Background: an optimization exercise with open tools, aiming at small area and a short achievable clock period. Do not read the settings as production practice. The RTL was checked by simulation tests, not by an equivalence proof against the original design.

File: flow/config.mk
export PLATFORM = sky130hd
export DESIGN_NAME = ComplexALU
export DESIGN_NICKNAME = ComplexALU
export VERILOG_FILES = /design/flow/design.v
export SDC_FILE = /design/flow/constraint.sdc
export NUM_CORES = 4
export LEC_CHECK = 0
export ABC_AREA = 1
export CAP_MARGIN = 20
export CORE_MARGIN = 2
export CORE_UTILIZATION = 45
export PLACE_DENSITY = 0.6
export SLEW_MARGIN = 20
File: flow/constraint.sdc
create_clock -name core_clock -period 190.0 [get_ports {clk}]
set_input_delay 38.0000 -clock core_clock [delete_from_list [all_inputs] [get_ports {clk}]]
set_output_delay 38.0000 -clock core_clock [all_outputs]
set_load 0.01 [all_outputs]
File: flow/design.v
`timescale 1ns/1ps
  typedef struct packed {
  	logic [32-(10+1)-4:0]    tag;
  	logic [32-1:0]                  takenPC;
  	logic [2-1:0]              ctrlType;
  	logic                                 valid;
  } btbDataPkt;
typedef struct packed {
	logic                                 hit;
	logic [32-1:0]                  takenPC;
	logic [2-1:0]              ctrlType;
} btbPkt;
typedef struct packed {
	logic [31:0]                          seqNo;
	logic [32-1:0]                  pc;
	logic [64-1:0]         inst;
	logic                                 btbHit;
	logic [2-1:0]              ctrlType;
	logic [32-1:0]                  takenPC;
	logic                                 predDir;
  logic                                 valid;
} fs2Pkt;
typedef struct packed {
	logic [31:0]                          seqNo;
	logic [32-1:0]                  pc;
	logic [64-1:0]         inst;
	logic [2-1:0]              ctrlType;
	logic [32-1:0]                  predNPC;
	logic                                 predDir;
	logic [5-1:0]             ctiID;
	logic                                 valid;
} decPkt;
typedef struct packed {
	logic [6-1:0]             reg_id;
	logic                                 valid;
} log_reg;
typedef struct packed {
	logic [7-1:0]        reg_id;
	logic                                 valid;
} phys_reg;
typedef struct packed {
	logic [31:0]                          seqNo;
	logic [32-1:0]                  pc;
	logic [8-1:0]            opcode;
	logic [2-1:0]          fu;
	logic [6-1:0]             logDest;
	logic                                 logDestValid;
	logic [6-1:0]             logSrc1;
	logic                                 logSrc1Valid;
	logic [6-1:0]             logSrc2;
	logic                                 logSrc2Valid;
	logic [16-1:0]           immed;
	logic                                 immedValid;
	logic                                 isLoad;
	logic                                 isStore;
	logic [2-1:0]           ldstSize;
	logic [2-1:0]              ctrlType;
	logic [5-1:0]             ctiID;
	logic [32-1:0]                  predNPC;
	logic                                 predDir;
	logic                                 valid;
} renPkt;
typedef struct packed {
	logic [31:0]                          seqNo;
	logic [32-1:0]                  pc;
	logic [8-1:0]            opcode;
	logic [2-1:0]          fu;
	logic [6-1:0]             logDest;
	logic [7-1:0]        phyDest;
	logic                                 phyDestValid;
	logic [7-1:0]        phySrc1;
	logic                                 phySrc1Valid;
	logic [7-1:0]        phySrc2;
	logic                                 phySrc2Valid;
	logic [16-1:0]           immed;
	logic                                 immedValid;
	logic                                 isLoad;
	logic                                 isStore;
	logic [2-1:0]           ldstSize;
	logic [2-1:0]              ctrlType;
	logic [5-1:0]             ctiID;
	logic [32-1:0]                  predNPC;
	logic                                 predDir;
} disPkt;
typedef struct packed {
	logic [31:0]                          seqNo;
	logic                                 predLoadVio;
	logic [32-1:0]                  pc;
	logic [8-1:0]            opcode;
	logic [2-1:0]          fu;
	logic [6-1:0]             logDest;
	logic [7-1:0]        phyDest;
	logic                                 phyDestValid;
	logic [7-1:0]        phySrc1;
	logic                                 phySrc1Valid;
	logic [7-1:0]        phySrc2;
	logic                                 phySrc2Valid;
	logic [16-1:0]           immed;
	logic                                 immedValid;
	logic                                 isLoad;
	logic                                 isStore;
	logic [2-1:0]           ldstSize;
	logic                                 isSimple;
	logic [2-1:0]              ctrlType;
	logic [5-1:0]             ctiID;
	logic [32-1:0]                  predNPC;
	logic                                 predDir;
} iqPkt;
typedef struct packed {
	logic [31:0]                          seqNo;
	logic [32-1:0]                  pc;
	logic [6-1:0]             logDest;
	logic [7-1:0]        phyDest;
	logic                                 phyDestValid;
	logic                                 isLoad;
	logic                                 isStore;
} alPkt;
typedef struct packed {
	logic [31:0]                          seqNo;
	logic                                 predLoadVio;
	logic                                 isLoad;
	logic                                 isStore;
} lsqPkt;
typedef struct packed {
	logic [31:0]                          seqNo;
	logic [32-1:0]                  pc;
	logic [8-1:0]            opcode;
	logic [6-1:0]             logDest;
	logic [7-1:0]        phyDest;
	logic [7-1:0]        phySrc1;
	logic [7-1:0]        phySrc2;
	logic [4-1:0]             lsqID;
	logic [7-1:0]      alID;
	logic [16-1:0]           immed;
	logic [2-1:0]           ldstSize;
	logic                                 isSimple;
	logic [2-1:0]              ctrlType;
	logic [5-1:0]             ctiID;
	logic [32-1:0]                  predNPC;
	logic                                 predDir;
	logic                                 valid;
} payloadPkt;
typedef struct packed {
	logic [5-1:0]          id;
	logic                                 valid;
} iqEntryPkt;
typedef struct packed {
	logic [31:0]                          seqNo;
	logic [32-1:0]                  pc;
	logic [8-1:0]            opcode;
	logic [6-1:0]             logDest;
	logic [7-1:0]        phyDest;
	logic [7-1:0]        phySrc1;
	logic [32-1:0]                src1Data;
	logic [7-1:0]        phySrc2;
	logic [32-1:0]                src2Data;
	logic [4-1:0]             lsqID;
	logic [7-1:0]      alID;
	logic [16-1:0]           immed;
	logic                                 isSimple;
	logic [2-1:0]              ctrlType;
	logic [5-1:0]             ctiID;
	logic [32-1:0]                  predNPC;
	logic                                 predDir;
	logic                                 valid;
} fuPkt;
typedef struct packed {
	logic [6-1:0]             logDest;
	logic [7-1:0]        tag;
	logic [31:0]                          data;
	logic                                 valid;
} bypassPkt;
typedef struct packed {
	logic                                 isControl;    
	logic                                 ldSign;       
	logic                                 isPredicted;  
	logic                                 destValid;    
	logic                                 isFission;    
	logic                                 executed;     
	logic                                 exception;    
	logic                                 mispredict;   
} exeFlgs;
typedef struct packed {
	logic [31:0]                          seqNo;
	logic [32-1:0]                  pc;
	exeFlgs                               flags;
	logic [6-1:0]             logDest;
	logic [7-1:0]        phyDest;
	logic [32-1:0]                destData;
	logic [7-1:0]      alID;
	logic [32-1:0]                  nextPC;
	logic [2-1:0]              ctrlType;
	logic                                 ctrlDir;
	logic [5-1:0]             ctiID;
	logic                                 predDir;
	logic                                 valid;
} wbPkt;
typedef struct packed {
	logic [31:0]                          seqNo;
	logic [7-1:0]      alID;
	logic                                 valid;
} ldVioPkt;
typedef struct packed {
	logic [31:0]                          seqNo;
	logic [32-1:0]                  nextPC;
	logic [7-1:0]      alID;
	logic [8-1:0]          flags;
  logic                                 actualDir;
	logic                                 valid;
} ctrlPkt;
typedef struct packed {
	logic [31:0]                          seqNo;
	logic [32-1:0]                  pc;
	logic [8-1:0]          flags;
	logic [2-1:0]           ldstSize;
	logic [7-1:0]        phyDest;
	logic [32-1:0]                address;
	logic [32-1:0]                src2Data;
	logic [4-1:0]             lsqID;
	logic [7-1:0]      alID;
	logic                                 valid;
} memPkt;
typedef struct packed {
	logic [31:0]                          seqNo;
	logic [6-1:0]             logDest;
	logic [7-1:0]        phyDest;
	logic                                 valid;
} commitPkt;
typedef struct packed {
	logic [6-1:0]             logDest;
	logic [7-1:0]        phyDest;
} recoverPkt;
`timescale 1ns/1ps
`timescale 1ns/100ps
module ComplexALU (
    input             clk,
    input             reset,
    input             recoverFlag_i,
    input             valid_i,
    input      [7:0]  opcode_i,
    input      [31:0] data1_i,
    input      [31:0] data2_i,
    input      [5:0]  logDest_i,
    input      [6:0]  phyDest_i,
    input      [6:0]  alID_i,
    output reg        wbValid_o,
    output     [7:0]  wbFlags_o,
    output reg [31:0] wbData_o,
    output reg [5:0]  wbLogDest_o,
    output reg [6:0]  wbPhyDest_o,
    output reg [6:0]  wbAlID_o,
    output reg        toggleFlag_o
);
reg [31:0] a0, b0;
reg [4:0]  op0;       
reg        v0;
reg [19:0] f0;        
always @(posedge clk) begin
    a0  <= data1_i;
    b0  <= data2_i;
    op0 <= {opcode_i[6], opcode_i[4], opcode_i[2], opcode_i[1], opcode_i[0]};
    v0  <= valid_i;
    f0  <= {alID_i, phyDest_i, logDest_i};
end
wire is_md  = op0[3];               
wire is_sys = ~op0[4];              
wire is_tog = op0[4] & ~op0[3];     
wire is_mul = op0[3] & op0[2];
wire is_sgn = op0[1];
wire is_hi  = op0[0];
wire a_neg = is_sgn & a0[31];
wire b_neg = is_sgn & b0[31];
wire [31:0] amag = a_neg ? (~a0 + 32'd1) : a0;
wire [31:0] dn   = b_neg ? (b0 - 32'd1) : ~b0;    
wire [63:0] prod;
booth_mul mul (.ma({a_neg, a0}), .mb({b_neg, b0}), .p(prod));
wire [31:0] phalf = is_hi ? prod[63:32] : prod[31:0];
wire [5:0] c1_in;
assign c1_in[5] = is_tog;
assign c1_in[4] = is_sys;
assign c1_in[3] = is_mul;
assign c1_in[2] = is_hi;
assign c1_in[1] = ~is_mul & (is_hi ? a_neg : (a_neg ^ b_neg));
assign c1_in[0] = is_sys | (is_md & ~is_mul & (b0 == 32'd0));
wire [0:0] t0 = amag[31];
wire [1:0] c0;
wire [0:0] d0;
assign c0[0] = 1'b1;
assign d0[0] = t0[0] ^ dn[0] ^ c0[0];
assign c0[1] = (t0[0] & dn[0]) | (c0[0] & (t0[0] | dn[0]));
wire nb0 = c0[1];
wire qb0 = nb0 & (&dn[31:1]);
wire [0:0] r1 = qb0 ? d0 : t0;
wire [1:0] t1 = {r1, amag[30]};
wire [2:0] c1;
wire [1:0] d1;
assign c1[0] = 1'b1;
assign d1[0] = t1[0] ^ dn[0] ^ c1[0];
assign c1[1] = (t1[0] & dn[0]) | (c1[0] & (t1[0] | dn[0]));
assign d1[1] = t1[1] ^ dn[1] ^ c1[1];
assign c1[2] = (t1[1] & dn[1]) | (c1[1] & (t1[1] | dn[1]));
wire nb1 = c1[2];
wire qb1 = nb1 & (&dn[31:2]);
wire [1:0] r2 = qb1 ? d1 : t1;
wire [2:0] t2 = {r2, amag[29]};
wire [3:0] c2;
wire [2:0] d2;
assign c2[0] = 1'b1;
assign d2[0] = t2[0] ^ dn[0] ^ c2[0];
assign c2[1] = (t2[0] & dn[0]) | (c2[0] & (t2[0] | dn[0]));
assign d2[1] = t2[1] ^ dn[1] ^ c2[1];
assign c2[2] = (t2[1] & dn[1]) | (c2[1] & (t2[1] | dn[1]));
assign d2[2] = t2[2] ^ dn[2] ^ c2[2];
assign c2[3] = (t2[2] & dn[2]) | (c2[2] & (t2[2] | dn[2]));
wire nb2 = c2[3];
wire qb2 = nb2 & (&dn[31:3]);
wire [2:0] r3 = qb2 ? d2 : t2;
wire [3:0] t3 = {r3, amag[28]};
wire [4:0] c3;
wire [3:0] d3;
assign c3[0] = 1'b1;
assign d3[0] = t3[0] ^ dn[0] ^ c3[0];
assign c3[1] = (t3[0] & dn[0]) | (c3[0] & (t3[0] | dn[0]));
assign d3[1] = t3[1] ^ dn[1] ^ c3[1];
assign c3[2] = (t3[1] & dn[1]) | (c3[1] & (t3[1] | dn[1]));
assign d3[2] = t3[2] ^ dn[2] ^ c3[2];
assign c3[3] = (t3[2] & dn[2]) | (c3[2] & (t3[2] | dn[2]));
assign d3[3] = t3[3] ^ dn[3] ^ c3[3];
assign c3[4] = (t3[3] & dn[3]) | (c3[3] & (t3[3] | dn[3]));
wire nb3 = c3[4];
wire qb3 = nb3 & (&dn[31:4]);
wire [3:0] r4 = qb3 ? d3 : t3;
wire [4:0] t4 = {r4, amag[27]};
wire [5:0] c4;
wire [4:0] d4;
assign c4[0] = 1'b1;
assign d4[0] = t4[0] ^ dn[0] ^ c4[0];
assign c4[1] = (t4[0] & dn[0]) | (c4[0] & (t4[0] | dn[0]));
assign d4[1] = t4[1] ^ dn[1] ^ c4[1];
assign c4[2] = (t4[1] & dn[1]) | (c4[1] & (t4[1] | dn[1]));
assign d4[2] = t4[2] ^ dn[2] ^ c4[2];
assign c4[3] = (t4[2] & dn[2]) | (c4[2] & (t4[2] | dn[2]));
assign d4[3] = t4[3] ^ dn[3] ^ c4[3];
assign c4[4] = (t4[3] & dn[3]) | (c4[3] & (t4[3] | dn[3]));
assign d4[4] = t4[4] ^ dn[4] ^ c4[4];
assign c4[5] = (t4[4] & dn[4]) | (c4[4] & (t4[4] | dn[4]));
wire nb4 = c4[5];
wire qb4 = nb4 & (&dn[31:5]);
wire [4:0] r5 = qb4 ? d4 : t4;
wire [5:0] t5 = {r5, amag[26]};
wire [6:0] c5;
wire [5:0] d5;
assign c5[0] = 1'b1;
assign d5[0] = t5[0] ^ dn[0] ^ c5[0];
assign c5[1] = (t5[0] & dn[0]) | (c5[0] & (t5[0] | dn[0]));
assign d5[1] = t5[1] ^ dn[1] ^ c5[1];
assign c5[2] = (t5[1] & dn[1]) | (c5[1] & (t5[1] | dn[1]));
assign d5[2] = t5[2] ^ dn[2] ^ c5[2];
assign c5[3] = (t5[2] & dn[2]) | (c5[2] & (t5[2] | dn[2]));
assign d5[3] = t5[3] ^ dn[3] ^ c5[3];
assign c5[4] = (t5[3] & dn[3]) | (c5[3] & (t5[3] | dn[3]));
assign d5[4] = t5[4] ^ dn[4] ^ c5[4];
assign c5[5] = (t5[4] & dn[4]) | (c5[4] & (t5[4] | dn[4]));
assign d5[5] = t5[5] ^ dn[5] ^ c5[5];
assign c5[6] = (t5[5] & dn[5]) | (c5[5] & (t5[5] | dn[5]));
wire nb5 = c5[6];
wire qb5 = nb5 & (&dn[31:6]);
wire [5:0] r6 = qb5 ? d5 : t5;
wire [6:0] t6 = {r6, amag[25]};
wire [7:0] c6;
wire [6:0] d6;
assign c6[0] = 1'b1;
assign d6[0] = t6[0] ^ dn[0] ^ c6[0];
assign c6[1] = (t6[0] & dn[0]) | (c6[0] & (t6[0] | dn[0]));
assign d6[1] = t6[1] ^ dn[1] ^ c6[1];
assign c6[2] = (t6[1] & dn[1]) | (c6[1] & (t6[1] | dn[1]));
assign d6[2] = t6[2] ^ dn[2] ^ c6[2];
assign c6[3] = (t6[2] & dn[2]) | (c6[2] & (t6[2] | dn[2]));
assign d6[3] = t6[3] ^ dn[3] ^ c6[3];
assign c6[4] = (t6[3] & dn[3]) | (c6[3] & (t6[3] | dn[3]));
assign d6[4] = t6[4] ^ dn[4] ^ c6[4];
assign c6[5] = (t6[4] & dn[4]) | (c6[4] & (t6[4] | dn[4]));
assign d6[5] = t6[5] ^ dn[5] ^ c6[5];
assign c6[6] = (t6[5] & dn[5]) | (c6[5] & (t6[5] | dn[5]));
assign d6[6] = t6[6] ^ dn[6] ^ c6[6];
assign c6[7] = (t6[6] & dn[6]) | (c6[6] & (t6[6] | dn[6]));
wire nb6 = c6[7];
wire qb6 = nb6 & (&dn[31:7]);
wire [6:0] r7 = qb6 ? d6 : t6;
wire [7:0] t7 = {r7, amag[24]};
wire [8:0] c7;
wire [7:0] d7;
assign c7[0] = 1'b1;
assign d7[0] = t7[0] ^ dn[0] ^ c7[0];
assign c7[1] = (t7[0] & dn[0]) | (c7[0] & (t7[0] | dn[0]));
assign d7[1] = t7[1] ^ dn[1] ^ c7[1];
assign c7[2] = (t7[1] & dn[1]) | (c7[1] & (t7[1] | dn[1]));
assign d7[2] = t7[2] ^ dn[2] ^ c7[2];
assign c7[3] = (t7[2] & dn[2]) | (c7[2] & (t7[2] | dn[2]));
assign d7[3] = t7[3] ^ dn[3] ^ c7[3];
assign c7[4] = (t7[3] & dn[3]) | (c7[3] & (t7[3] | dn[3]));
assign d7[4] = t7[4] ^ dn[4] ^ c7[4];
assign c7[5] = (t7[4] & dn[4]) | (c7[4] & (t7[4] | dn[4]));
assign d7[5] = t7[5] ^ dn[5] ^ c7[5];
assign c7[6] = (t7[5] & dn[5]) | (c7[5] & (t7[5] | dn[5]));
assign d7[6] = t7[6] ^ dn[6] ^ c7[6];
assign c7[7] = (t7[6] & dn[6]) | (c7[6] & (t7[6] | dn[6]));
assign d7[7] = t7[7] ^ dn[7] ^ c7[7];
assign c7[8] = (t7[7] & dn[7]) | (c7[7] & (t7[7] | dn[7]));
wire nb7 = c7[8];
wire qb7 = nb7 & (&dn[31:8]);
wire [7:0] r8 = qb7 ? d7 : t7;
wire [8:0] t8 = {r8, amag[23]};
wire [9:0] c8;
wire [8:0] d8;
assign c8[0] = 1'b1;
assign d8[0] = t8[0] ^ dn[0] ^ c8[0];
assign c8[1] = (t8[0] & dn[0]) | (c8[0] & (t8[0] | dn[0]));
assign d8[1] = t8[1] ^ dn[1] ^ c8[1];
assign c8[2] = (t8[1] & dn[1]) | (c8[1] & (t8[1] | dn[1]));
assign d8[2] = t8[2] ^ dn[2] ^ c8[2];
assign c8[3] = (t8[2] & dn[2]) | (c8[2] & (t8[2] | dn[2]));
assign d8[3] = t8[3] ^ dn[3] ^ c8[3];
assign c8[4] = (t8[3] & dn[3]) | (c8[3] & (t8[3] | dn[3]));
assign d8[4] = t8[4] ^ dn[4] ^ c8[4];
assign c8[5] = (t8[4] & dn[4]) | (c8[4] & (t8[4] | dn[4]));
assign d8[5] = t8[5] ^ dn[5] ^ c8[5];
assign c8[6] = (t8[5] & dn[5]) | (c8[5] & (t8[5] | dn[5]));
assign d8[6] = t8[6] ^ dn[6] ^ c8[6];
assign c8[7] = (t8[6] & dn[6]) | (c8[6] & (t8[6] | dn[6]));
assign d8[7] = t8[7] ^ dn[7] ^ c8[7];
assign c8[8] = (t8[7] & dn[7]) | (c8[7] & (t8[7] | dn[7]));
assign d8[8] = t8[8] ^ dn[8] ^ c8[8];
assign c8[9] = (t8[8] & dn[8]) | (c8[8] & (t8[8] | dn[8]));
wire nb8 = c8[9];
wire qb8 = nb8 & (&dn[31:9]);
wire [8:0] r9 = qb8 ? d8 : t8;
wire [9:0] t9 = {r9, amag[22]};
wire [10:0] c9;
wire [9:0] d9;
assign c9[0] = 1'b1;
assign d9[0] = t9[0] ^ dn[0] ^ c9[0];
assign c9[1] = (t9[0] & dn[0]) | (c9[0] & (t9[0] | dn[0]));
assign d9[1] = t9[1] ^ dn[1] ^ c9[1];
assign c9[2] = (t9[1] & dn[1]) | (c9[1] & (t9[1] | dn[1]));
assign d9[2] = t9[2] ^ dn[2] ^ c9[2];
assign c9[3] = (t9[2] & dn[2]) | (c9[2] & (t9[2] | dn[2]));
assign d9[3] = t9[3] ^ dn[3] ^ c9[3];
assign c9[4] = (t9[3] & dn[3]) | (c9[3] & (t9[3] | dn[3]));
assign d9[4] = t9[4] ^ dn[4] ^ c9[4];
assign c9[5] = (t9[4] & dn[4]) | (c9[4] & (t9[4] | dn[4]));
assign d9[5] = t9[5] ^ dn[5] ^ c9[5];
assign c9[6] = (t9[5] & dn[5]) | (c9[5] & (t9[5] | dn[5]));
assign d9[6] = t9[6] ^ dn[6] ^ c9[6];
assign c9[7] = (t9[6] & dn[6]) | (c9[6] & (t9[6] | dn[6]));
assign d9[7] = t9[7] ^ dn[7] ^ c9[7];
assign c9[8] = (t9[7] & dn[7]) | (c9[7] & (t9[7] | dn[7]));
assign d9[8] = t9[8] ^ dn[8] ^ c9[8];
assign c9[9] = (t9[8] & dn[8]) | (c9[8] & (t9[8] | dn[8]));
assign d9[9] = t9[9] ^ dn[9] ^ c9[9];
assign c9[10] = (t9[9] & dn[9]) | (c9[9] & (t9[9] | dn[9]));
wire nb9 = c9[10];
wire qb9 = nb9 & (&dn[31:10]);
wire [9:0] r10 = qb9 ? d9 : t9;
wire [9:0] qn1 = {qb0, qb1, qb2, qb3, qb4, qb5, qb6, qb7, qb8, qb9};
reg [9:0] r_s1;
reg [9:0] q_s1;
reg [21:0] a_s1;
reg [31:0] d_s1;
reg [5:0]  c_s1;
reg        v_s1, t_s1;
reg [19:0] f_s1;
always @(posedge clk) begin
    r_s1 <= r10;
    q_s1 <= qn1;
    a_s1 <= amag[21:0];
    d_s1 <= is_mul ? phalf : dn;
    t_s1 <= is_tog;
    c_s1 <= c1_in;
    v_s1 <= v0;
    f_s1 <= f0;
end
wire [10:0] t10 = {r_s1, a_s1[21]};
wire [11:0] c10;
wire [10:0] d10;
assign c10[0] = 1'b1;
assign d10[0] = t10[0] ^ d_s1[0] ^ c10[0];
assign c10[1] = (t10[0] & d_s1[0]) | (c10[0] & (t10[0] | d_s1[0]));
assign d10[1] = t10[1] ^ d_s1[1] ^ c10[1];
assign c10[2] = (t10[1] & d_s1[1]) | (c10[1] & (t10[1] | d_s1[1]));
assign d10[2] = t10[2] ^ d_s1[2] ^ c10[2];
assign c10[3] = (t10[2] & d_s1[2]) | (c10[2] & (t10[2] | d_s1[2]));
assign d10[3] = t10[3] ^ d_s1[3] ^ c10[3];
assign c10[4] = (t10[3] & d_s1[3]) | (c10[3] & (t10[3] | d_s1[3]));
assign d10[4] = t10[4] ^ d_s1[4] ^ c10[4];
assign c10[5] = (t10[4] & d_s1[4]) | (c10[4] & (t10[4] | d_s1[4]));
assign d10[5] = t10[5] ^ d_s1[5] ^ c10[5];
assign c10[6] = (t10[5] & d_s1[5]) | (c10[5] & (t10[5] | d_s1[5]));
assign d10[6] = t10[6] ^ d_s1[6] ^ c10[6];
assign c10[7] = (t10[6] & d_s1[6]) | (c10[6] & (t10[6] | d_s1[6]));
assign d10[7] = t10[7] ^ d_s1[7] ^ c10[7];
assign c10[8] = (t10[7] & d_s1[7]) | (c10[7] & (t10[7] | d_s1[7]));
assign d10[8] = t10[8] ^ d_s1[8] ^ c10[8];
assign c10[9] = (t10[8] & d_s1[8]) | (c10[8] & (t10[8] | d_s1[8]));
assign d10[9] = t10[9] ^ d_s1[9] ^ c10[9];
assign c10[10] = (t10[9] & d_s1[9]) | (c10[9] & (t10[9] | d_s1[9]));
assign d10[10] = t10[10] ^ d_s1[10] ^ c10[10];
assign c10[11] = (t10[10] & d_s1[10]) | (c10[10] & (t10[10] | d_s1[10]));
wire nb10 = c10[11];
wire qb10 = nb10 & (&d_s1[31:11]);
wire [10:0] r11 = qb10 ? d10 : t10;
wire [11:0] t11 = {r11, a_s1[20]};
wire [12:0] c11;
wire [11:0] d11;
assign c11[0] = 1'b1;
assign d11[0] = t11[0] ^ d_s1[0] ^ c11[0];
assign c11[1] = (t11[0] & d_s1[0]) | (c11[0] & (t11[0] | d_s1[0]));
assign d11[1] = t11[1] ^ d_s1[1] ^ c11[1];
assign c11[2] = (t11[1] & d_s1[1]) | (c11[1] & (t11[1] | d_s1[1]));
assign d11[2] = t11[2] ^ d_s1[2] ^ c11[2];
assign c11[3] = (t11[2] & d_s1[2]) | (c11[2] & (t11[2] | d_s1[2]));
assign d11[3] = t11[3] ^ d_s1[3] ^ c11[3];
assign c11[4] = (t11[3] & d_s1[3]) | (c11[3] & (t11[3] | d_s1[3]));
assign d11[4] = t11[4] ^ d_s1[4] ^ c11[4];
assign c11[5] = (t11[4] & d_s1[4]) | (c11[4] & (t11[4] | d_s1[4]));
assign d11[5] = t11[5] ^ d_s1[5] ^ c11[5];
assign c11[6] = (t11[5] & d_s1[5]) | (c11[5] & (t11[5] | d_s1[5]));
assign d11[6] = t11[6] ^ d_s1[6] ^ c11[6];
assign c11[7] = (t11[6] & d_s1[6]) | (c11[6] & (t11[6] | d_s1[6]));
assign d11[7] = t11[7] ^ d_s1[7] ^ c11[7];
assign c11[8] = (t11[7] & d_s1[7]) | (c11[7] & (t11[7] | d_s1[7]));
assign d11[8] = t11[8] ^ d_s1[8] ^ c11[8];
assign c11[9] = (t11[8] & d_s1[8]) | (c11[8] & (t11[8] | d_s1[8]));
assign d11[9] = t11[9] ^ d_s1[9] ^ c11[9];
assign c11[10] = (t11[9] & d_s1[9]) | (c11[9] & (t11[9] | d_s1[9]));
assign d11[10] = t11[10] ^ d_s1[10] ^ c11[10];
assign c11[11] = (t11[10] & d_s1[10]) | (c11[10] & (t11[10] | d_s1[10]));
assign d11[11] = t11[11] ^ d_s1[11] ^ c11[11];
assign c11[12] = (t11[11] & d_s1[11]) | (c11[11] & (t11[11] | d_s1[11]));
wire nb11 = c11[12];
wire qb11 = nb11 & (&d_s1[31:12]);
wire [11:0] r12 = qb11 ? d11 : t11;
wire [12:0] t12 = {r12, a_s1[19]};
wire [13:0] c12;
wire [12:0] d12;
assign c12[0] = 1'b1;
assign d12[0] = t12[0] ^ d_s1[0] ^ c12[0];
assign c12[1] = (t12[0] & d_s1[0]) | (c12[0] & (t12[0] | d_s1[0]));
assign d12[1] = t12[1] ^ d_s1[1] ^ c12[1];
assign c12[2] = (t12[1] & d_s1[1]) | (c12[1] & (t12[1] | d_s1[1]));
assign d12[2] = t12[2] ^ d_s1[2] ^ c12[2];
assign c12[3] = (t12[2] & d_s1[2]) | (c12[2] & (t12[2] | d_s1[2]));
assign d12[3] = t12[3] ^ d_s1[3] ^ c12[3];
assign c12[4] = (t12[3] & d_s1[3]) | (c12[3] & (t12[3] | d_s1[3]));
assign d12[4] = t12[4] ^ d_s1[4] ^ c12[4];
assign c12[5] = (t12[4] & d_s1[4]) | (c12[4] & (t12[4] | d_s1[4]));
assign d12[5] = t12[5] ^ d_s1[5] ^ c12[5];
assign c12[6] = (t12[5] & d_s1[5]) | (c12[5] & (t12[5] | d_s1[5]));
assign d12[6] = t12[6] ^ d_s1[6] ^ c12[6];
assign c12[7] = (t12[6] & d_s1[6]) | (c12[6] & (t12[6] | d_s1[6]));
assign d12[7] = t12[7] ^ d_s1[7] ^ c12[7];
assign c12[8] = (t12[7] & d_s1[7]) | (c12[7] & (t12[7] | d_s1[7]));
assign d12[8] = t12[8] ^ d_s1[8] ^ c12[8];
assign c12[9] = (t12[8] & d_s1[8]) | (c12[8] & (t12[8] | d_s1[8]));
assign d12[9] = t12[9] ^ d_s1[9] ^ c12[9];
assign c12[10] = (t12[9] & d_s1[9]) | (c12[9] & (t12[9] | d_s1[9]));
assign d12[10] = t12[10] ^ d_s1[10] ^ c12[10];
assign c12[11] = (t12[10] & d_s1[10]) | (c12[10] & (t12[10] | d_s1[10]));
assign d12[11] = t12[11] ^ d_s1[11] ^ c12[11];
assign c12[12] = (t12[11] & d_s1[11]) | (c12[11] & (t12[11] | d_s1[11]));
assign d12[12] = t12[12] ^ d_s1[12] ^ c12[12];
assign c12[13] = (t12[12] & d_s1[12]) | (c12[12] & (t12[12] | d_s1[12]));
wire nb12 = c12[13];
wire qb12 = nb12 & (&d_s1[31:13]);
wire [12:0] r13 = qb12 ? d12 : t12;
wire [13:0] t13 = {r13, a_s1[18]};
wire [14:0] c13;
wire [13:0] d13;
assign c13[0] = 1'b1;
assign d13[0] = t13[0] ^ d_s1[0] ^ c13[0];
assign c13[1] = (t13[0] & d_s1[0]) | (c13[0] & (t13[0] | d_s1[0]));
assign d13[1] = t13[1] ^ d_s1[1] ^ c13[1];
assign c13[2] = (t13[1] & d_s1[1]) | (c13[1] & (t13[1] | d_s1[1]));
assign d13[2] = t13[2] ^ d_s1[2] ^ c13[2];
assign c13[3] = (t13[2] & d_s1[2]) | (c13[2] & (t13[2] | d_s1[2]));
assign d13[3] = t13[3] ^ d_s1[3] ^ c13[3];
assign c13[4] = (t13[3] & d_s1[3]) | (c13[3] & (t13[3] | d_s1[3]));
assign d13[4] = t13[4] ^ d_s1[4] ^ c13[4];
assign c13[5] = (t13[4] & d_s1[4]) | (c13[4] & (t13[4] | d_s1[4]));
assign d13[5] = t13[5] ^ d_s1[5] ^ c13[5];
assign c13[6] = (t13[5] & d_s1[5]) | (c13[5] & (t13[5] | d_s1[5]));
assign d13[6] = t13[6] ^ d_s1[6] ^ c13[6];
assign c13[7] = (t13[6] & d_s1[6]) | (c13[6] & (t13[6] | d_s1[6]));
assign d13[7] = t13[7] ^ d_s1[7] ^ c13[7];
assign c13[8] = (t13[7] & d_s1[7]) | (c13[7] & (t13[7] | d_s1[7]));
assign d13[8] = t13[8] ^ d_s1[8] ^ c13[8];
assign c13[9] = (t13[8] & d_s1[8]) | (c13[8] & (t13[8] | d_s1[8]));
assign d13[9] = t13[9] ^ d_s1[9] ^ c13[9];
assign c13[10] = (t13[9] & d_s1[9]) | (c13[9] & (t13[9] | d_s1[9]));
assign d13[10] = t13[10] ^ d_s1[10] ^ c13[10];
assign c13[11] = (t13[10] & d_s1[10]) | (c13[10] & (t13[10] | d_s1[10]));
assign d13[11] = t13[11] ^ d_s1[11] ^ c13[11];
assign c13[12] = (t13[11] & d_s1[11]) | (c13[11] & (t13[11] | d_s1[11]));
assign d13[12] = t13[12] ^ d_s1[12] ^ c13[12];
assign c13[13] = (t13[12] & d_s1[12]) | (c13[12] & (t13[12] | d_s1[12]));
assign d13[13] = t13[13] ^ d_s1[13] ^ c13[13];
assign c13[14] = (t13[13] & d_s1[13]) | (c13[13] & (t13[13] | d_s1[13]));
wire nb13 = c13[14];
wire qb13 = nb13 & (&d_s1[31:14]);
wire [13:0] r14 = qb13 ? d13 : t13;
wire [14:0] t14 = {r14, a_s1[17]};
wire [15:0] s14 = {1'b0, t14} + {1'b0, d_s1[14:0]} + 16'd1;
wire [14:0] d14 = s14[14:0];
wire nb14 = s14[15];
wire qb14 = nb14 & (&d_s1[31:15]);
wire [14:0] r15 = qb14 ? d14 : t14;
wire [15:0] t15 = {r15, a_s1[16]};
wire [16:0] s15 = {1'b0, t15} + {1'b0, d_s1[15:0]} + 17'd1;
wire [15:0] d15 = s15[15:0];
wire nb15 = s15[16];
wire qb15 = nb15 & (&d_s1[31:16]);
wire [15:0] r16 = qb15 ? d15 : t15;
wire [16:0] t16 = {r16, a_s1[15]};
wire [17:0] s16 = {1'b0, t16} + {1'b0, d_s1[16:0]} + 18'd1;
wire [16:0] d16 = s16[16:0];
wire nb16 = s16[17];
wire qb16 = nb16 & (&d_s1[31:17]);
wire [16:0] r17 = qb16 ? d16 : t16;
wire [17:0] t17 = {r17, a_s1[14]};
wire [18:0] s17 = {1'b0, t17} + {1'b0, d_s1[17:0]} + 19'd1;
wire [17:0] d17 = s17[17:0];
wire nb17 = s17[18];
wire qb17 = nb17 & (&d_s1[31:18]);
wire [17:0] r18 = qb17 ? d17 : t17;
wire [17:0] qn2 = {q_s1, qb10, qb11, qb12, qb13, qb14, qb15, qb16, qb17};
reg [17:0] r_s2;
reg [17:0] q_s2;
reg [13:0] a_s2;
reg [31:0] d_s2;
reg [5:0]  c_s2;
reg        v_s2, t_s2;
reg [19:0] f_s2;
always @(posedge clk) begin
    r_s2 <= r18;
    q_s2 <= qn2;
    a_s2 <= a_s1[13:0];
    d_s2 <= d_s1;
    t_s2 <= t_s1;
    c_s2 <= c_s1;
    v_s2 <= v_s1;
    f_s2 <= f_s1;
end
wire [18:0] t18 = {r_s2, a_s2[13]};
wire [19:0] s18 = {1'b0, t18} + {1'b0, d_s2[18:0]} + 20'd1;
wire [18:0] d18 = s18[18:0];
wire nb18 = s18[19];
wire qb18 = nb18 & (&d_s2[31:19]);
wire [18:0] r19 = qb18 ? d18 : t18;
wire [19:0] t19 = {r19, a_s2[12]};
wire [20:0] s19 = {1'b0, t19} + {1'b0, d_s2[19:0]} + 21'd1;
wire [19:0] d19 = s19[19:0];
wire nb19 = s19[20];
wire qb19 = nb19 & (&d_s2[31:20]);
wire [19:0] r20 = qb19 ? d19 : t19;
wire [20:0] t20 = {r20, a_s2[11]};
wire [21:0] s20 = {1'b0, t20} + {1'b0, d_s2[20:0]} + 22'd1;
wire [20:0] d20 = s20[20:0];
wire nb20 = s20[21];
wire qb20 = nb20 & (&d_s2[31:21]);
wire [20:0] r21 = qb20 ? d20 : t20;
wire [21:0] t21 = {r21, a_s2[10]};
wire [22:0] s21 = {1'b0, t21} + {1'b0, d_s2[21:0]} + 23'd1;
wire [21:0] d21 = s21[21:0];
wire nb21 = s21[22];
wire qb21 = nb21 & (&d_s2[31:22]);
wire [21:0] r22 = qb21 ? d21 : t21;
wire [22:0] t22 = {r22, a_s2[9]};
wire [23:0] s22 = {1'b0, t22} + {1'b0, d_s2[22:0]} + 24'd1;
wire [22:0] d22 = s22[22:0];
wire nb22 = s22[23];
wire qb22 = nb22 & (&d_s2[31:23]);
wire [22:0] r23 = qb22 ? d22 : t22;
wire [23:0] t23 = {r23, a_s2[8]};
wire [24:0] s23 = {1'b0, t23} + {1'b0, d_s2[23:0]} + 25'd1;
wire [23:0] d23 = s23[23:0];
wire nb23 = s23[24];
wire qb23 = nb23 & (&d_s2[31:24]);
wire [23:0] r24 = qb23 ? d23 : t23;
wire [24:0] t24 = {r24, a_s2[7]};
wire [25:0] s24 = {1'b0, t24} + {1'b0, d_s2[24:0]} + 26'd1;
wire [24:0] d24 = s24[24:0];
wire nb24 = s24[25];
wire qb24 = nb24 & (&d_s2[31:25]);
wire [24:0] r25 = qb24 ? d24 : t24;
wire [24:0] qn3 = {q_s2, qb18, qb19, qb20, qb21, qb22, qb23, qb24};
reg [24:0] r_s3;
reg [24:0] q_s3;
reg [6:0] a_s3;
reg [31:0] d_s3;
reg [5:0]  c_s3;
reg        v_s3, t_s3;
reg [19:0] f_s3;
always @(posedge clk) begin
    r_s3 <= r25;
    q_s3 <= qn3;
    a_s3 <= a_s2[6:0];
    d_s3 <= d_s2;
    t_s3 <= t_s2;
    c_s3 <= c_s2;
    v_s3 <= v_s2;
    f_s3 <= f_s2;
end
wire [25:0] t25 = {r_s3, a_s3[6]};
wire [26:0] s25 = {1'b0, t25} + {1'b0, d_s3[25:0]} + 27'd1;
wire [25:0] d25 = s25[25:0];
wire nb25 = s25[26];
wire qb25 = nb25 & (&d_s3[31:26]);
wire [25:0] r26 = qb25 ? d25 : t25;
wire [26:0] t26 = {r26, a_s3[5]};
wire [27:0] s26 = {1'b0, t26} + {1'b0, d_s3[26:0]} + 28'd1;
wire [26:0] d26 = s26[26:0];
wire nb26 = s26[27];
wire qb26 = nb26 & (&d_s3[31:27]);
wire [26:0] r27 = qb26 ? d26 : t26;
wire [27:0] t27 = {r27, a_s3[4]};
wire [28:0] s27 = {1'b0, t27} + {1'b0, d_s3[27:0]} + 29'd1;
wire [27:0] d27 = s27[27:0];
wire nb27 = s27[28];
wire qb27 = nb27 & (&d_s3[31:28]);
wire [27:0] r28 = qb27 ? d27 : t27;
wire [28:0] t28 = {r28, a_s3[3]};
wire [29:0] s28 = {1'b0, t28} + {1'b0, d_s3[28:0]} + 30'd1;
wire [28:0] d28 = s28[28:0];
wire nb28 = s28[29];
wire qb28 = nb28 & (&d_s3[31:29]);
wire [28:0] r29 = qb28 ? d28 : t28;
wire [29:0] t29 = {r29, a_s3[2]};
wire [30:0] s29 = {1'b0, t29} + {1'b0, d_s3[29:0]} + 31'd1;
wire [29:0] d29 = s29[29:0];
wire nb29 = s29[30];
wire qb29 = nb29 & (&d_s3[31:30]);
wire [29:0] r30 = qb29 ? d29 : t29;
wire [30:0] t30 = {r30, a_s3[1]};
wire [31:0] s30 = {1'b0, t30} + {1'b0, d_s3[30:0]} + 32'd1;
wire [30:0] d30 = s30[30:0];
wire nb30 = s30[31];
wire qb30 = nb30 & (&d_s3[31:31]);
wire [30:0] r31 = qb30 ? d30 : t30;
wire [31:0] t31 = {r31, a_s3[0]};
wire [32:0] s31 = {1'b0, t31} + {1'b0, d_s3[31:0]} + 33'd1;
wire [31:0] d31 = s31[31:0];
wire nb31 = s31[32];
wire qb31 = nb31;
wire [31:0] r32 = qb31 ? d31 : t31;
wire [31:0] qn4 = {q_s3, qb25, qb26, qb27, qb28, qb29, qb30, qb31};
wire [31:0] qmag = qn4;
wire [31:0] rmag = r32;
wire [31:0] dres = c_s3[2] ? rmag : qmag;
wire [31:0] dout = c_s3[1] ? (~dres + 32'd1) : dres;
reg [2:0] rec_cnt;    
always @(posedge clk) begin
    if (reset)
        rec_cnt <= 3'd0;
    else if (recoverFlag_i)
        rec_cnt <= 3'd6;
    else if (rec_cnt != 3'd0)
        rec_cnt <= rec_cnt - 3'd1;
end
reg [2:0] fl;    
always @(posedge clk) begin
    wbValid_o    <= v_s3 & ~recoverFlag_i & (rec_cnt == 3'd0);
    toggleFlag_o <= t_s3;
    wbData_o     <= c_s3[5] ? 32'd0 : (c_s3[3] ? d_s3 : dout);
    fl           <= {~c_s3[4], ~c_s3[4] & ~c_s3[5] & ~c_s3[2], c_s3[0]};
    {wbAlID_o, wbPhyDest_o, wbLogDest_o} <= f_s3;
end
assign wbFlags_o = {3'b000, fl[2], fl[1], 1'b1, fl[0], 1'b0};
endmodule
module booth_mul(input [32:0] ma, input [32:0] mb, output [63:0] p);
wire [34:0] a35 = {ma[32], ma[32], ma};
wire [34:0] b35 = {mb[32], mb[32], mb};
wire bl0 = 1'b0, bm0 = b35[0], bh0 = b35[1];
wire s1_0 = bm0 ^ bl0;
wire s2_0 = (bh0 & ~bm0 & ~bl0) | (~bh0 & bm0 & bl0);
wire ng0 = bh0;
wire [34:0] mg0 = ({35{s1_0}} & a35) | ({35{s2_0}} & {a35[33:0],1'b0});
wire [34:0] pp0 = mg0 ^ {35{ng0}};
wire [63:0] R0 = {28'd0, {~pp0[34], pp0}};
wire bl1 = b35[1], bm1 = b35[2], bh1 = b35[3];
wire s1_1 = bm1 ^ bl1;
wire s2_1 = (bh1 & ~bm1 & ~bl1) | (~bh1 & bm1 & bl1);
wire ng1 = bh1;
wire [34:0] mg1 = ({35{s1_1}} & a35) | ({35{s2_1}} & {a35[33:0],1'b0});
wire [34:0] pp1 = mg1 ^ {35{ng1}};
wire [63:0] R1 = {26'd0, {~pp1[34], pp1}, 1'b0, ng0};
wire bl2 = b35[3], bm2 = b35[4], bh2 = b35[5];
wire s1_2 = bm2 ^ bl2;
wire s2_2 = (bh2 & ~bm2 & ~bl2) | (~bh2 & bm2 & bl2);
wire ng2 = bh2;
wire [34:0] mg2 = ({35{s1_2}} & a35) | ({35{s2_2}} & {a35[33:0],1'b0});
wire [34:0] pp2 = mg2 ^ {35{ng2}};
wire [63:0] R2 = {24'd0, {~pp2[34], pp2}, 1'b0, ng1, 2'd0};
wire bl3 = b35[5], bm3 = b35[6], bh3 = b35[7];
wire s1_3 = bm3 ^ bl3;
wire s2_3 = (bh3 & ~bm3 & ~bl3) | (~bh3 & bm3 & bl3);
wire ng3 = bh3;
wire [34:0] mg3 = ({35{s1_3}} & a35) | ({35{s2_3}} & {a35[33:0],1'b0});
wire [34:0] pp3 = mg3 ^ {35{ng3}};
wire [63:0] R3 = {22'd0, {~pp3[34], pp3}, 1'b0, ng2, 4'd0};
wire bl4 = b35[7], bm4 = b35[8], bh4 = b35[9];
wire s1_4 = bm4 ^ bl4;
wire s2_4 = (bh4 & ~bm4 & ~bl4) | (~bh4 & bm4 & bl4);
wire ng4 = bh4;
wire [34:0] mg4 = ({35{s1_4}} & a35) | ({35{s2_4}} & {a35[33:0],1'b0});
wire [34:0] pp4 = mg4 ^ {35{ng4}};
wire [63:0] R4 = {20'd0, {~pp4[34], pp4}, 1'b0, ng3, 6'd0};
wire bl5 = b35[9], bm5 = b35[10], bh5 = b35[11];
wire s1_5 = bm5 ^ bl5;
wire s2_5 = (bh5 & ~bm5 & ~bl5) | (~bh5 & bm5 & bl5);
wire ng5 = bh5;
wire [34:0] mg5 = ({35{s1_5}} & a35) | ({35{s2_5}} & {a35[33:0],1'b0});
wire [34:0] pp5 = mg5 ^ {35{ng5}};
wire [63:0] R5 = {18'd0, {~pp5[34], pp5}, 1'b0, ng4, 8'd0};
wire bl6 = b35[11], bm6 = b35[12], bh6 = b35[13];
wire s1_6 = bm6 ^ bl6;
wire s2_6 = (bh6 & ~bm6 & ~bl6) | (~bh6 & bm6 & bl6);
wire ng6 = bh6;
wire [34:0] mg6 = ({35{s1_6}} & a35) | ({35{s2_6}} & {a35[33:0],1'b0});
wire [34:0] pp6 = mg6 ^ {35{ng6}};
wire [63:0] R6 = {16'd0, {~pp6[34], pp6}, 1'b0, ng5, 10'd0};
wire bl7 = b35[13], bm7 = b35[14], bh7 = b35[15];
wire s1_7 = bm7 ^ bl7;
wire s2_7 = (bh7 & ~bm7 & ~bl7) | (~bh7 & bm7 & bl7);
wire ng7 = bh7;
wire [34:0] mg7 = ({35{s1_7}} & a35) | ({35{s2_7}} & {a35[33:0],1'b0});
wire [34:0] pp7 = mg7 ^ {35{ng7}};
wire [63:0] R7 = {14'd0, {~pp7[34], pp7}, 1'b0, ng6, 12'd0};
wire bl8 = b35[15], bm8 = b35[16], bh8 = b35[17];
wire s1_8 = bm8 ^ bl8;
wire s2_8 = (bh8 & ~bm8 & ~bl8) | (~bh8 & bm8 & bl8);
wire ng8 = bh8;
wire [34:0] mg8 = ({35{s1_8}} & a35) | ({35{s2_8}} & {a35[33:0],1'b0});
wire [34:0] pp8 = mg8 ^ {35{ng8}};
wire [63:0] R8 = {12'd0, {~pp8[34], pp8}, 1'b0, ng7, 14'd0};
wire bl9 = b35[17], bm9 = b35[18], bh9 = b35[19];
wire s1_9 = bm9 ^ bl9;
wire s2_9 = (bh9 & ~bm9 & ~bl9) | (~bh9 & bm9 & bl9);
wire ng9 = bh9;
wire [34:0] mg9 = ({35{s1_9}} & a35) | ({35{s2_9}} & {a35[33:0],1'b0});
wire [34:0] pp9 = mg9 ^ {35{ng9}};
wire [63:0] R9 = {10'd0, {~pp9[34], pp9}, 1'b0, ng8, 16'd0};
wire bl10 = b35[19], bm10 = b35[20], bh10 = b35[21];
wire s1_10 = bm10 ^ bl10;
wire s2_10 = (bh10 & ~bm10 & ~bl10) | (~bh10 & bm10 & bl10);
wire ng10 = bh10;
wire [34:0] mg10 = ({35{s1_10}} & a35) | ({35{s2_10}} & {a35[33:0],1'b0});
wire [34:0] pp10 = mg10 ^ {35{ng10}};
wire [63:0] R10 = {8'd0, {~pp10[34], pp10}, 1'b0, ng9, 18'd0};
wire bl11 = b35[21], bm11 = b35[22], bh11 = b35[23];
wire s1_11 = bm11 ^ bl11;
wire s2_11 = (bh11 & ~bm11 & ~bl11) | (~bh11 & bm11 & bl11);
wire ng11 = bh11;
wire [34:0] mg11 = ({35{s1_11}} & a35) | ({35{s2_11}} & {a35[33:0],1'b0});
wire [34:0] pp11 = mg11 ^ {35{ng11}};
wire [63:0] R11 = {6'd0, {~pp11[34], pp11}, 1'b0, ng10, 20'd0};
wire bl12 = b35[23], bm12 = b35[24], bh12 = b35[25];
wire s1_12 = bm12 ^ bl12;
wire s2_12 = (bh12 & ~bm12 & ~bl12) | (~bh12 & bm12 & bl12);
wire ng12 = bh12;
wire [34:0] mg12 = ({35{s1_12}} & a35) | ({35{s2_12}} & {a35[33:0],1'b0});
wire [34:0] pp12 = mg12 ^ {35{ng12}};
wire [63:0] R12 = {4'd0, {~pp12[34], pp12}, 1'b0, ng11, 22'd0};
wire bl13 = b35[25], bm13 = b35[26], bh13 = b35[27];
wire s1_13 = bm13 ^ bl13;
wire s2_13 = (bh13 & ~bm13 & ~bl13) | (~bh13 & bm13 & bl13);
wire ng13 = bh13;
wire [34:0] mg13 = ({35{s1_13}} & a35) | ({35{s2_13}} & {a35[33:0],1'b0});
wire [34:0] pp13 = mg13 ^ {35{ng13}};
wire [63:0] R13 = {2'd0, {~pp13[34], pp13}, 1'b0, ng12, 24'd0};
wire bl14 = b35[27], bm14 = b35[28], bh14 = b35[29];
wire s1_14 = bm14 ^ bl14;
wire s2_14 = (bh14 & ~bm14 & ~bl14) | (~bh14 & bm14 & bl14);
wire ng14 = bh14;
wire [34:0] mg14 = ({35{s1_14}} & a35) | ({35{s2_14}} & {a35[33:0],1'b0});
wire [34:0] pp14 = mg14 ^ {35{ng14}};
wire [35:0] pp_r14 = {~pp14[34], pp14};
wire [63:0] R14 = {pp_r14[35:0], 1'b0, ng13, 26'd0};
wire bl15 = b35[29], bm15 = b35[30], bh15 = b35[31];
wire s1_15 = bm15 ^ bl15;
wire s2_15 = (bh15 & ~bm15 & ~bl15) | (~bh15 & bm15 & bl15);
wire ng15 = bh15;
wire [34:0] mg15 = ({35{s1_15}} & a35) | ({35{s2_15}} & {a35[33:0],1'b0});
wire [34:0] pp15 = mg15 ^ {35{ng15}};
wire [35:0] pp_r15 = {~pp15[34], pp15};
wire [63:0] R15 = {pp_r15[33:0], 1'b0, ng14, 28'd0};
wire bl16 = b35[31], bm16 = b35[32], bh16 = b35[33];
wire s1_16 = bm16 ^ bl16;
wire s2_16 = (bh16 & ~bm16 & ~bl16) | (~bh16 & bm16 & bl16);
wire ng16 = bh16;
wire [34:0] mg16 = ({35{s1_16}} & a35) | ({35{s2_16}} & {a35[33:0],1'b0});
wire [34:0] pp16 = mg16 ^ {35{ng16}};
wire [35:0] pp_r16 = {~pp16[34], pp16};
wire [63:0] R16 = {pp_r16[31:0], 1'b0, ng15, 30'd0};
assign p = R0 + R1 + R2 + R3 + R4 + R5 + R6 + R7 + R8 + R9 + R10 + R11 + R12 + R13 + R14 + R15 + R16 + 64'h5555555800000000 + {31'd0, ng16, 32'd0};
endmodule
File: flow/run.sh
#!/bin/bash
# synth_recipe.tcl (not shown) runs the flow's synth.tcl, then flattens the netlist and writes it again
# the make line also repeats each setting of config.mk as NAME=value (left out here)
make -C /OpenROAD-flow-scripts/flow DESIGN_CONFIG=/design/flow/config.mk WORK_HOME=/design/flow/orfs CLKGATE_MAP_FILE= SYNTH_SCRIPT=/design/flow/synth_recipe.tcl finish
==> flow_summary.ini <==
[status]
status = no timing/DRC/antenna violations

[worst_setup_path]
criticalPathCategory = reg -> out
cp_num_buf_inv = 1
slowest_delay_ns = 0.58
cp.depth = 1
ff2ff_path_depth = 135
arrival_ns = 1.53
critPathSlowestCell = clkdlybuf4s50_1
cp.required_ns = 152.00
critPathLaunchType = flip-flop
crit_family = buffers and inverters
worstPathMaxFanout = 1
path_cells = clkdlybuf4s50_1
end_kind = output port

[final_layout]
stdcell_count = 11900
seq_area_um2 = 9550
fin_area_um2 = 76300
drive_gt1_share_pct = 4.71
utilization_pct = 48.7
nets = 11200
area_growth_pct = 7.19
multiInputGateArea_um2 = 55200
final_cell_mix = nand2_1, inv_1, xor2_1
layout_commonest_cell = nand2_1
fillers = 15900

[cts]
cts_buffers = 53
cts_num_sinks = 476
clkLatencyLatePin_ns = 0.68
post_cts_resized = 0
clkTransAtPathRegs_ns = 0.06
cts_buffer_depth = 3
cts_tree = done
htreeDepth = 2
cts_setup_buffers = 0
clock-root-buffer = clkbuf_16
cts_hold_buffers = 0

[timing]
final-setup-viol-count = 0
slew_headroom_pct = 22.2
rsz0062_at_grt = false
worst_pin_slew_ns = 1.16
max_freq_mhz = 25.3
drv_slew = 0
fin_hold_ws_ns = 0.311
skew_ns = 0.0507
period_share_pct = 20.8
finalHoldViolCount = 0
fin_setup_tns_ns = 0
period_needed_ns = 39.53

[min_path]
min_path_type = reg -> reg
min_path_cells = 0

[synthesis]
synth_edf_count = 0
synth_ff_type = dfxtp_1
ys_async_sr_fraction_pct = 0
ys_seq_area_share_pct = 13.4
syn_avg_cell_area_um2 = 7.20
syn_area_um2 = 71200
yosys_warnings = 1
ys_types = 78
synthCells = 9883
synth-seq-cells = 476

[routing]
wire_per_inst_um = 22.6
drt-initial-drc-count = 5811
vias_per_cell = 5.74
antenna_left = 0
drc = 0
dr.pass1.iters = 7
vias = 68500
routed_wirelength_um = 270000

[grt]
gr-total-overflow = 0
first_global_vias = 67700
grt_pass1_wl_um = 407000
grt_max_degree = 61
grt_usage_pct = 32.9
antenna_found_initial = 7

[placed_design]
io_buffers = 149
hpwlAfterDp_um = 212000
routabilityCongestion = 0.984
place_inst = 11800
postPlaceCellArea_um2 = 74500

[floorplanning]
coreArea_um2 = 157000
io_pins = 158
rows = 145
start_util_pct = 45.4
die-area_um2 = 161000
dieWidth_um = 402
die_h_um = 402

[run]
cap_violations = 0
==> metal layers <==
| metal | share of wire, % | up-vias | global-route usage [%] |
|---|---|---|---|
| met1 | 39 | 32100 | 39.0 |
| li1 | - | 32500 | - |
| met5 | 0.0041 | - | 0 |
| met2 | 46 | 2979 | 55.0 |
| met3 | 7.9 | 872 | 5.60 |
| met4 | 7.6 | 2 | 21.0 |
==> metrics by stage <==
step	worst slack, ns
2_1_floorplan	151.66
3_3_place_gp	151.08
3_5_place_dp	151.07
4_1_cts	150.42
5_1_grt	150.42
6_report	150.47
==> cells by family after synthesis <==
kind of cell               Yosys count  share of synthesized area [%]
and+or+nand+nor                   3511                           21.2
AOI/OAI and AO/OA                 1998                           16.2
buffers and inverters             1644                           9.00
adders and majority gates         1254                           27.9
xor gates and xnor gates           992                           12.2
DFF                                476                           13.4
muxes                                6                         0.0862
other                                2                         0.0106
==> final timing paths <==
check	slack [ns]	end	start
worst max-delay path	150.47	wbData_o[10]	wbData_o[10]$_SDFF_PP0_
worst min-delay path	0.31	f_s3[9]$_DFF_P_	f_s2[9]$_DFF_P_
worst max register to register	158.43	r_s2[15]$_DFF_P_	d_s1[1]$_DFF_P_
worst min register to register	0.31	f_s3[9]$_DFF_P_	f_s2[9]$_DFF_P_
==> sequential cells by signal, summed over array words and instances, names as in the netlist, 22 cells and up <==
| signal | cells |
|---|---|
| a0 | 32 |
| wbData_o | 32 |
| b0 | 32 |
| d_s1 | 32 |
| d_s3 | 32 |
| a_s1 | 22 |
| r_s3 | 25 |
| d_s2 | 32 |
| q_s3 | 25 |
==> final cells by class <==
type	count	share of cell area, %
Inverter	1264	6.23
Multi-Input combinational cell	7766	72.4
Sequential cell	476	12.5
Clock inverter	25	0.312
Tap cell	2058	3.38
Clock buffer	72	2.02
Timing Repair Buffer	266	3.11
Antenna cell	8	0.0262
==> Yosys cell counts (all sizes together), types with 2 or more instances <==
cell type | n | area share, %
a21o | 36 | 0.38
o21a | 36 | 0.38
clkbuf | 252 | 1.3
xor2 | 818 | 10
or2 | 88 | 0.77
nor4 | 24 | 0.23
a221oi | 5 | 0.062
nor4b | 3 | 0.037
dfxtp | 476 | 13
conb | 2 | 0.011
nor3 | 78 | 0.61
o31ai | 8 | 0.10
inv | 1234 | 6.5
o22ai | 516 | 4.5
o221ai | 13 | 0.16
clkinv | 30 | 0.17
and3 | 3 | 0.026
nand3b | 29 | 0.31
and2 | 73 | 0.65
a21boi | 40 | 0.43
a211oi | 8 | 0.084
fa | 554 | 16
o21ai | 528 | 3.8
o221a | 2 | 0.032
ha | 700 | 12
xnor2 | 174 | 2.1
buf | 128 | 1.0
nand4 | 67 | 0.60
nand3 | 517 | 3.8
a31oi | 55 | 0.49
o211ai | 36 | 0.38
o41ai | 2 | 0.025
nand2 | 2039 | 11
nor2 | 588 | 3.2
o21bai | 52 | 0.59
a21oi | 653 | 4.6
mux2i | 5 | 0.070
o2111ai | 3 | 0.037

-- port drivers added, routing unchanged --
The flow's constraints put no driver on any port. The routed layout listed below was extracted and timed again, unchanged, in two steps. Step 1 sets driving cells, clkbuf_16 on the clock port and buf_2 on the other inputs (assumed; they add their load-dependent delay and slew). Step 2 also shifts input and output timing later by t, the mid clock arrival at the registers, as if the neighbouring blocks saw the same clock. a / b / c = ideal ports / drivers / drivers and shift; a / b = the first two.
t (ns): 0.724
setup WS [ns]: 150.473 / 150.399 / 151.069
worst setup path at the end: input to register
latest minus earliest clock arrival (ns): 0.055 / 0.055
worst slew at a driven data input, ns: 0.06
After both steps setup and hold are still met in this run. The setup slack of this run moves by -0.074 ns with the drivers and by +0.596 ns with both steps.
